Background: an optimization exercise with open tools, aiming at small area. Do not read the settings as production practice. Only simulation tests tie the RTL to the original design; equivalence was not proved. No activity file was given, so power comes from the tool's default toggle rates.

--- flow/run.sh ---
#!/bin/bash
# synth_recipe.tcl (not shown) runs the flow's synth.tcl, then flattens the netlist and writes it again
# the make line also repeats each setting of config.mk as NAME=value (left out here)
make -C /OpenROAD-flow-scripts/flow DESIGN_CONFIG=/design/flow/config.mk WORK_HOME=/design/flow/orfs CLKGATE_MAP_FILE= SYNTH_SCRIPT=/design/flow/synth_recipe.tcl finish
--- flow/config.mk ---
export PLATFORM = sky130hd
export DESIGN_NAME = top
export DESIGN_NICKNAME = top
export VERILOG_FILES = /design/flow/design.v
export SDC_FILE = /design/flow/constraint.sdc
export NUM_CORES = 8
export LEC_CHECK = 0
export CAP_MARGIN = 20
export CORE_MARGIN = 2
export CORE_UTILIZATION = 40
export SLEW_MARGIN = 20
--- flow/constraint.sdc ---
create_clock -name core_clock -period 120.0 [get_ports {clk}]
set_input_delay 24.0000 -clock core_clock [delete_from_list [all_inputs] [get_ports {clk}]]
set_output_delay 24.0000 -clock core_clock [all_outputs]
set_load 0.01 [all_outputs]
--- flow/design.v ---
`timescale 1ns / 1ps
module top(
    input          clk     ,
    input          rst_n   ,
    output         trig    ,
    input          echo    ,
    output [3:0]   sel     ,
    output [7:0]   seg     ,
    output [2:0]   led     ,
    input          key     ,
    output [3:0]   sel_1   ,
    output [7:0]   seg_1
    );
    reg [6:0] lo;
    reg [1:0] k;
    reg [4:0] hh;
    reg [2:0] wd;
    wire lo_end  = lo == 7'd99;
    wire last    = (hh == 5'd24) & (k == 2'd3);
    wire win_end = last & lo_end;
    wire c9995   = last & (lo == 7'd95);
    wire c9996   = last & (lo == 7'd96);
    wire grp     = wd == 3'd4;
    always @(posedge clk or negedge rst_n) begin
        if (!rst_n) begin
            lo <= 7'd0; k <= 2'd0; hh <= 5'd0; wd <= 3'd0;
        end else begin
            lo <= lo_end ? 7'd0 : lo + 7'd1;
            if (lo_end) k <= k + 2'd1;
            if (lo_end & (k == 2'd3)) hh <= (hh == 5'd24) ? 5'd0 : hh + 5'd1;
            if (win_end) wd <= grp ? 3'd0 : wd + 3'd1;
        end
    end
    assign trig = (hh == 5'd0) & (k == 2'd0) & ((lo == 7'd1) | (lo == 7'd2));
    reg [5:0]  j;
    reg [15:0] G;
    reg        jinc;
    reg [2:0]  jh;
    always @(*) begin
    case (j)
      6'd0: begin jinc = 1'b0; jh = 3'd0; end
      6'd1: begin jinc = 1'b0; jh = 3'd1; end
      6'd2: begin jinc = 1'b1; jh = 3'd3; end
      6'd3: begin jinc = 1'b0; jh = 3'd0; end
      6'd4: begin jinc = 1'b0; jh = 3'd1; end
      6'd5: begin jinc = 1'b1; jh = 3'd3; end
      6'd6: begin jinc = 1'b0; jh = 3'd0; end
      6'd7: begin jinc = 1'b0; jh = 3'd1; end
      6'd8: begin jinc = 1'b1; jh = 3'd3; end
      6'd9: begin jinc = 1'b0; jh = 3'd0; end
      6'd10: begin jinc = 1'b0; jh = 3'd2; end
      6'd11: begin jinc = 1'b1; jh = 3'd3; end
      6'd12: begin jinc = 1'b0; jh = 3'd0; end
      6'd13: begin jinc = 1'b0; jh = 3'd2; end
      6'd14: begin jinc = 1'b1; jh = 3'd3; end
      6'd15: begin jinc = 1'b0; jh = 3'd0; end
      6'd16: begin jinc = 1'b0; jh = 3'd2; end
      6'd17: begin jinc = 1'b1; jh = 3'd3; end
      6'd18: begin jinc = 1'b0; jh = 3'd0; end
      6'd19: begin jinc = 1'b0; jh = 3'd2; end
      6'd20: begin jinc = 1'b1; jh = 3'd4; end
      6'd21: begin jinc = 1'b0; jh = 3'd0; end
      6'd22: begin jinc = 1'b0; jh = 3'd2; end
      6'd23: begin jinc = 1'b1; jh = 3'd4; end
      6'd24: begin jinc = 1'b0; jh = 3'd0; end
      6'd25: begin jinc = 1'b0; jh = 3'd2; end
      6'd26: begin jinc = 1'b1; jh = 3'd4; end
      6'd27: begin jinc = 1'b0; jh = 3'd0; end
      6'd28: begin jinc = 1'b0; jh = 3'd2; end
      6'd29: begin jinc = 1'b1; jh = 3'd4; end
      6'd30: begin jinc = 1'b0; jh = 3'd1; end
      6'd31: begin jinc = 1'b0; jh = 3'd2; end
      6'd32: begin jinc = 1'b1; jh = 3'd4; end
      6'd33: begin jinc = 1'b0; jh = 3'd1; end
      6'd34: begin jinc = 1'b0; jh = 3'd2; end
      6'd35: begin jinc = 1'b1; jh = 3'd4; end
      6'd36: begin jinc = 1'b0; jh = 3'd1; end
      6'd37: begin jinc = 1'b0; jh = 3'd2; end
      6'd38: begin jinc = 1'b1; jh = 3'd4; end
      6'd39: begin jinc = 1'b0; jh = 3'd1; end
      6'd40: begin jinc = 1'b0; jh = 3'd3; end
      6'd41: begin jinc = 1'b1; jh = 3'd4; end
      6'd42: begin jinc = 1'b0; jh = 3'd1; end
      6'd43: begin jinc = 1'b0; jh = 3'd3; end
      6'd44: begin jinc = 1'b1; jh = 3'd4; end
      6'd45: begin jinc = 1'b0; jh = 3'd1; end
      6'd46: begin jinc = 1'b0; jh = 3'd3; end
      6'd47: begin jinc = 1'b1; jh = 3'd4; end
      6'd48: begin jinc = 1'b0; jh = 3'd1; end
      6'd49: begin jinc = 1'b1; jh = 3'd3; end
      default: begin jinc = 1'b0; jh = 3'd0; end
    endcase
    end
    wire ewrap = (j == 6'd21) & (G == 16'd44564);
    always @(posedge clk or negedge rst_n) begin
        if (!rst_n) begin
            j <= 6'd0; G <= 16'd0;
        end else if (echo) begin
            if (ewrap) begin
                j <= 6'd0; G <= 16'd0;
            end else begin
                j <= (j == 6'd49) ? 6'd0 : j + 6'd1;
                G <= G + {15'd0, jinc};
            end
        end else if (win_end) begin
            j <= 6'd0; G <= 16'd0;
        end
    end
    reg [13:0] Q;
    reg [2:0]  R;
    reg [13:0] dreg;
    wire [3:0] rh = {1'b0, R} + {1'b0, jh};
    wire       cy = rh >= 4'd5;
    always @(posedge clk or negedge rst_n) begin
        if (!rst_n) begin
            Q <= 14'd0; R <= 3'd0; dreg <= 14'd0;
        end else begin
            if (c9995) begin
                Q <= Q + G[13:0] + {13'd0, cy};
                R <= cy ? rh[2:0] - 3'd5 : rh[2:0];
            end else if (win_end & grp) begin
                Q <= 14'd0; R <= 3'd0;
            end
            if (c9996 & grp) dreg <= Q;
        end
    end
    reg        key_reg, key_value;
    reg [10:0] L;
    wire       lone = L == 11'b10000000000;
    wire       lfb  = (L[10] ^ L[8]) & ~lone;
    always @(posedge clk or negedge rst_n) begin
        if (!rst_n) begin
            key_reg <= 1'b1; key_value <= 1'b1; L <= 11'd0;
        end else begin
            key_reg <= key;
            L <= (key_reg != key) ? 11'd13 : {L[9:0], lfb};
            if (lone) key_value <= key;
        end
    end
    reg        k1, k2;
    wire       kneg = ~k1 & k2;
    reg [1:0]  st, sd;
    reg [13:0] s;
    reg [13:0] d1, d2;
    reg [7:0]  u;
    always @(posedge clk or negedge rst_n) begin
        if (!rst_n) begin
            k1 <= 1'b0; k2 <= 1'b0; st <= 2'd0; sd <= 2'd0;
        end else begin
            k1 <= key_value; k2 <= k1;
            sd <= st;
            if (kneg) st <= (st == 2'd2) ? 2'd0 : st + 2'd1;
        end
    end
    wire        sfb   = ~(s[13] ^ s[0]);
    wire [13:0] snext = {s[12:0], sfb};
    wire        s9999 = s == 14'd13647;
    wire        s7151 = s == 14'd12571;
    wire [3:0]  dc    = d1[11:8];
    wire [8:0]  P     = {d1[7:0], s[13]};
    wire [9:0]  df    = {1'b0, P} - {2'b0, u};
    wire        nb    = ~df[9] & (u != 8'd0);
    wire [13:0] ad    = (d2 >= d1) ? d2 - d1 : d1 - d2;
    always @(posedge clk or negedge rst_n) begin
        if (!rst_n) begin
            s <= 14'd0;
        end else if (st == 2'd1) begin
            if (sd == 2'd0) s <= 14'd1;
            else if ((u == 8'd209) & s7151) s <= 14'd0;
            else if (s9999) s <= 14'd0;
            else s <= snext;
        end else if (st == 2'd2) begin
            if (sd == 2'd1) s <= ad;
            else if (dc != 4'd14) s <= {s[12:0], nb};
        end
    end
    always @(posedge clk) begin
        if (st == 2'd1) begin
            if (sd == 2'd0) u <= 8'd0;
            else if ((u == 8'd209) & s7151) u <= 8'd0;
            else if (s9999) u <= u + 8'd1;
        end
    end
    always @(posedge clk) begin
        if (st == 2'd0) begin
            if (kneg) d1 <= dreg;
        end else if (st == 2'd2) begin
            if (sd == 2'd1) begin
                d1[7:0] <= 8'd0; d1[11:8] <= 4'd0;
            end else if (dc != 4'd14) begin
                d1[7:0]  <= nb ? df[7:0] : P[7:0];
                d1[11:8] <= dc + 4'd1;
            end
        end
        if ((st == 2'd1) & kneg) d2 <= dreg;
    end
    assign led = {1'b0, st};
    wire [13:0] v1 = (sd == 2'd1) ? d1 : (sd == 2'd2) ? d2 : s;
    function [3:0] digit;
        input [13:0] v;
        input [1:0]  kk;
        reg [7:0] hi, p;
        reg [6:0] lo2;
        reg [4:0] t;
        begin
            hi  = v / 100;
            lo2 = v % 100;
            p   = kk[1] ? {1'b0, lo2} : hi;
            t   = p / 10;
            if (kk[0]) digit = p % 10;
            else       digit = (t >= 5'd10) ? t - 5'd10 : t[3:0];
        end
    endfunction
    function [6:0] seg7;
        input [3:0] d;
        begin
            case (d)
                4'd0: seg7 = 7'b0111111;
                4'd1: seg7 = 7'b0000110;
                4'd2: seg7 = 7'b1011011;
                4'd3: seg7 = 7'b1001111;
                4'd4: seg7 = 7'b1100110;
                4'd5: seg7 = 7'b1101101;
                4'd6: seg7 = 7'b1111101;
                4'd7: seg7 = 7'b0000111;
                4'd8: seg7 = 7'b1111111;
                4'd9: seg7 = 7'b1101111;
                default: seg7 = 7'b1111111;
            endcase
        end
    endfunction
    wire [3:0] selv = 4'b0001 << k;
    assign sel   = selv;
    assign sel_1 = selv;
    assign seg   = {k == 2'd2, seg7(digit(dreg, k))};
    assign seg_1 = {k == 2'd2, seg7(digit(v1, k))};
endmodule
==> impl_metrics.prom <==
# TYPE chip_impl_metric gauge
chip_impl_metric{name="grt_overflow_total",unit=""} 0
chip_impl_info{name="worst_r2r_endpoint",value="s[13]"} 1
chip_impl_metric{name="reg2reg_depth",unit=""} 31
chip_impl_metric{name="clock_insertion_delay_worst_skew",unit="ps"} 420
chip_impl_metric{name="dp_hpwl",unit="um"} 33900
chip_impl_metric{name="first_global_vias",unit=""} 14500
chip_impl_metric{name="post_cts.resized_instances",unit=""} 0
chip_impl_metric{name="area.growth.synth_to_final",unit="%"} 7.38
chip_impl_metric{name="syn-num-nets",unit=""} 2055
chip_impl_metric{name="finalCriticalPeriod",unit="ps"} 39130
chip_impl_metric{name="post_synth_inst_count",unit=""} 1939
chip_impl_metric{name="fp-row-count",unit=""} 72
chip_impl_info{name="hold_end",value="k2"} 1
chip_impl_metric{name="timing.slew.headroom",unit=""} 0.281
chip_impl_metric{name="syn_area",unit="mm^2"} 0.0157
chip_impl_metric{name="layout.core_utilization",unit=""} 0.436
chip_impl_info{name="rsz0062_at_grt",value="false"} 1
chip_impl_metric{name="power.share.clock",unit=""} 0.145
chip_impl_metric{name="critical_path_peak_fanout",unit=""} 27
chip_impl_metric{name="report.final.setup_viol",unit=""} 0
chip_impl_info{name="outcome",value="finished clean"} 1
chip_impl_info{name="clock-root-buffer",value="sky130_fd_sc_hd__clkbuf_16"} 1
chip_impl_info{name="most-common-layout-cells",value="sky130_fd_sc_hd__nand2_1, sky130_fd_sc_hd__o21ai_0, sky130_fd_sc_hd__nor2_1"} 1
chip_impl_metric{name="antenna_violating_nets_post_route",unit=""} 0
chip_impl_metric{name="chipWidth",unit="um"} 202
chip_impl_metric{name="grt_pass1_wl",unit="um"} 74100
chip_impl_metric{name="switching_share",unit=""} 0.512
chip_impl_info{name="registers.top_by_ff_count",value="G"} 1
chip_impl_metric{name="num_vias",unit=""} 15000
chip_impl_metric{name="nNetsFinal",unit=""} 2018
chip_impl_metric{name="critical_path_required",unit="ps"} 96000
chip_impl_metric{name="net-switching-power",unit="mW"} 0.182
chip_impl_metric{name="worst-slew-pin-transition",unit="ps"} 1080
chip_impl_metric{name="worstHoldPathCells",unit=""} 0
chip_impl_info{name="worstSetupPathType",value="register to primary output"} 1
chip_impl_info{name="cp_slowest_cell",value="sky130_fd_sc_hd__a2bb2oi_1"} 1
chip_impl_metric{name="floorplan.die.height",unit="um"} 202
chip_impl_metric{name="power.static_leakage",unit="nW"} 6.92
chip_impl_metric{name="numCtsBuffers",unit=""} 17
chip_impl_metric{name="post-route-cell-area",unit="mm^2"} 0.0168
chip_impl_info{name="r2r_start",value="d1[2]"} 1
chip_impl_metric{name="overall_die_area",unit="mm^2"} 0.0408
chip_impl_metric{name="synth_sequential_area_ratio",unit=""} 0.234
chip_impl_metric{name="avgRoutedWirePerCell",unit="um"} 18.2
chip_impl_metric{name="grt_max_degree",unit=""} 53
chip_impl_info{name="startpoint",value="sd[0]"} 1
chip_impl_metric{name="post_route_cells_drive_above_1_share",unit=""} 0.0971
chip_impl_metric{name="synth.yosys.warnings",unit=""} 1
chip_impl_metric{name="reg2reg_setup_slack",unit="ps"} 112960
chip_impl_metric{name="placedCellCount",unit=""} 2401
chip_impl_metric{name="number_of_enable_flip_flop_cells_after_synthesis",unit=""} 36
chip_impl_metric{name="mean_area_per_synthesized_cell",unit="um^2"} 8.08
chip_impl_metric{name="ir_worst_vdd",unit="mV"} 0.0179
chip_impl_info{name="worstSetupStartpointType",value="register"} 1
chip_impl_metric{name="ctsHoldBuffers",unit=""} 0
chip_impl_metric{name="skew",unit="ps"} 12.5
chip_impl_info{name="min-delay-path-class",value="register to register"} 1
chip_impl_metric{name="drt-initial-drc-count",unit=""} 1214
chip_impl_metric{name="ys_types",unit=""} 128
chip_impl_metric{name="last_weighted_congestion_value_of_the_routability_driven_placer",unit=""} 0.951
chip_impl_metric{name="power_frac_comb",unit=""} 0.705
chip_impl_metric{name="p_int",unit="mW"} 0.173
chip_impl_metric{name="cts_sinks",unit=""} 139
chip_impl_metric{name="largest_reg_flops",unit=""} 16
chip_impl_metric{name="synth-seq-cells",unit=""} 139
chip_impl_metric{name="finalHoldViolCount",unit=""} 0
chip_impl_metric{name="antenna_found_initial",unit=""} 1
chip_impl_metric{name="post_drt_via_cell_ratio",unit=""} 6.16
chip_impl_metric{name="buffer_ports.inserted",unit=""} 30
chip_impl_info{name="critPathCaptureType",value="primary output"} 1
chip_impl_metric{name="final.period_utilization",unit=""} 0.326
chip_impl_metric{name="number_of_levels_the_h_tree_was_split_into",unit=""} 4
chip_impl_metric{name="grt_util_all_layers",unit=""} 0.216
chip_impl_metric{name="timing.critical_path.arrival",unit="ps"} 15130
chip_impl_metric{name="layout_fillers",unit=""} 3843
chip_impl_metric{name="post_cts.repair.setup_buffers",unit=""} 0
chip_impl_metric{name="drt_drc_violations_left",unit=""} 0
chip_impl_metric{name="start_util",unit=""} 0.406
chip_impl_metric{name="ioPinCount",unit=""} 32
chip_impl_metric{name="core_area",unit="mm^2"} 0.0386
chip_impl_info{name="worst_hold_startpoint",value="k1"} 1
chip_impl_metric{name="dpl-instance-area",unit="mm^2"} 0.0163
chip_impl_metric{name="clock_path_buffers",unit=""} 2
chip_impl_metric{name="pre_cts_ws",unit="ps"} 81770
chip_impl_metric{name="setup_ws",unit="ps"} 80870
chip_impl_metric{name="setup-tns-final",unit="ps"} 0
chip_impl_metric{name="wirelength",unit="um"} 44200
chip_impl_metric{name="share_seq_of_total_power",unit=""} 0.150
chip_impl_metric{name="drt_first_pass_iters",unit=""} 5
chip_impl_info{name="postSynth.topFlopCell",value="sky130_fd_sc_hd__dfrtp_1"} 1
chip_impl_metric{name="timing.max_cap.violations",unit=""} 0
chip_impl_metric{name="maximum_achievable_frequency",unit="MHz"} 25.6
chip_impl_metric{name="async_flop_share",unit=""} 0.741
chip_impl_metric{name="power_density",unit="mW/mm^2"} 21.1
chip_impl_metric{name="clock_transition_at_the_registers_of_the_reported_paths",unit="ps"} 70
chip_impl_metric{name="n_antenna_cell",unit=""} 0
chip_impl_metric{name="layoutNonFillerInstCount",unit=""} 2433
chip_impl_metric{name="cpPeakStageDelay",unit="ps"} 870
chip_impl_metric{name="final-max-slew-violation-count",unit=""} 0
chip_impl_info{name="cts_tree",value="built"} 1
chip_impl_info{name="layout_commonest_cell",value="sky130_fd_sc_hd__nand2_1"} 1
## metrics by stage
| step | hold WS, ps | total power [mW] |
|---|---|---|
| after detailed placement | 370 | 0.299 |
| after CTS | 385 | 0.353 |
| after floorplan | 354 | 0.245 |
| after global routing | 391 | 0.384 |
| after global placement | 366 | 0.297 |
| final | 381 | 0.355 |
## metal layers
| layer | vias up | track usage | share of wire | routed length (um) |
|---|---|---|---|---|
| met1 | 7257 | 0.289 | 0.46 | 20200 |
| met4 | 0 | 0.0578 | 0.016 | 716 |
| met5 | - | 0 | 0 | 0 |
| li1 | 7210 | - | - | - |
| met2 | 464 | 0.370 | 0.48 | 21200 |
| met3 | 57 | 0.0247 | 0.047 | 2060 |
## power groups by stage
stage / combinational [mW] / sequential (mW) / clock, mW
floorplan: 0.193 / 0.0525 / 0
global placement: 0.242 / 0.0541 / 0
finish: 0.250 / 0.0533 / 0.0515
CTS: 0.247 / 0.0533 / 0.0527
detailed placement: 0.245 / 0.0542 / 0
global route: 0.276 / 0.0537 / 0.0545
## logic make-up (layout without fill, tap and decap cells)
| group | count (synthesis) | in the layout | synth area share |
|---|---|---|---|
| simple gates | 674 | 674 | 0.223 |
| compound gates | 664 | 664 | 0.306 |
| buf+inv | 209 | 185 | 0.0579 |
| flops | 139 | 139 | 0.234 |
| fa+ha+maj | 114 | 114 | 0.0936 |
| xor+xnor | 87 | 87 | 0.0508 |
| mux | 51 | 51 | 0.0354 |
| other cells | 1 | 1 | 0.000239 |
## cell usage after synthesis, types with 20 or more instances
cell | instances | area (um^2)
sky130_fd_sc_hd__xor2_1 | 27 | 236
sky130_fd_sc_hd__buf_2 | 23 | 115
sky130_fd_sc_hd__a21o_1 | 38 | 285
sky130_fd_sc_hd__a21oi_1 | 83 | 415
sky130_fd_sc_hd__clkbuf_1 | 54 | 203
sky130_fd_sc_hd__and2_1 | 27 | 169
sky130_fd_sc_hd__nand4_1 | 31 | 194
sky130_fd_sc_hd__dfrtp_1 | 101 | 2530
sky130_fd_sc_hd__o22ai_1 | 26 | 163
sky130_fd_sc_hd__edfxtp_1 | 36 | 1080
sky130_fd_sc_hd__nand2b_1 | 25 | 156
sky130_fd_sc_hd__and3_1 | 21 | 131
sky130_fd_sc_hd__xnor2_1 | 57 | 499
sky130_fd_sc_hd__o211ai_1 | 24 | 180
sky130_fd_sc_hd__nor2_1 | 136 | 510
sky130_fd_sc_hd__inv_1 | 104 | 390
sky130_fd_sc_hd__a211oi_1 | 27 | 203
sky130_fd_sc_hd__nand2_1 | 191 | 717
sky130_fd_sc_hd__o21ai_0 | 164 | 821
sky130_fd_sc_hd__o31ai_1 | 20 | 150
sky130_fd_sc_hd__nor3_1 | 43 | 215
sky130_fd_sc_hd__a31oi_1 | 29 | 181
sky130_fd_sc_hd__mux2i_1 | 33 | 330
sky130_fd_sc_hd__nand3_1 | 71 | 355
sky130_fd_sc_hd__ha_1 | 106 | 1330
## final cells by class
| cell class | instances | area [um^2] | area share |
|---|---|---|---|
| multi-input cells | 1591 | 11100 | 0.661 |
| clock buffers | 19 | 453 | 0.0269 |
| clock inverters | 13 | 120 | 0.00714 |
| repair buffers | 47 | 425 | 0.0253 |
| flip-flops and latches | 139 | 3660 | 0.218 |
| inverters | 106 | 398 | 0.0236 |
| well taps | 518 | 648 | 0.0385 |
## critical path: cells and delay by family (launching register included)
kind	cells	cell delay, ps
compound gates	18	6220
xor+xnor	3	850
fa+ha+maj	6	1580
buf+inv	2	720
flops	1	700
mux	1	160
simple gates	19	4420
## worst max path at each step
stage,to,cells past startpoint,slack (ps)
after floorplan,seg_1[4],52,85060
after global placement,seg_1[4],47,82110
after detailed placement,seg_1[4],49,81770
after CTS,seg_1[4],49,81250
after global routing,seg_1[4],50,79720
final,seg_1[4],49,80870

==> separate check: timing with driven ports <==
The flow's constraints put no driver on any port. The routed layout listed below was extracted and timed again, unchanged, in two steps. Step 1: set_driving_cell puts a clkbuf_16 on clk and a buf_2 on each other input, an assumption about the parent block. Step 2 times the ports against the registers' clock, not the clock port: input delays grow and output delays shrink by t, the midpoint of the rising clock arrivals with the driver on. Three values: no drivers, after step 1, after step 2; two values: the first two.
t, ns: 0.462
setup slack, ns: 80.872 / 80.828 / 81.290
worst data-port slew with drivers (ns): 0.03
cell pins on the clock port's net: 1
After both steps this run still meets setup and hold. For this run, drivers alone change the setup slack by -0.044 ns; drivers and shift together by +0.418 ns.
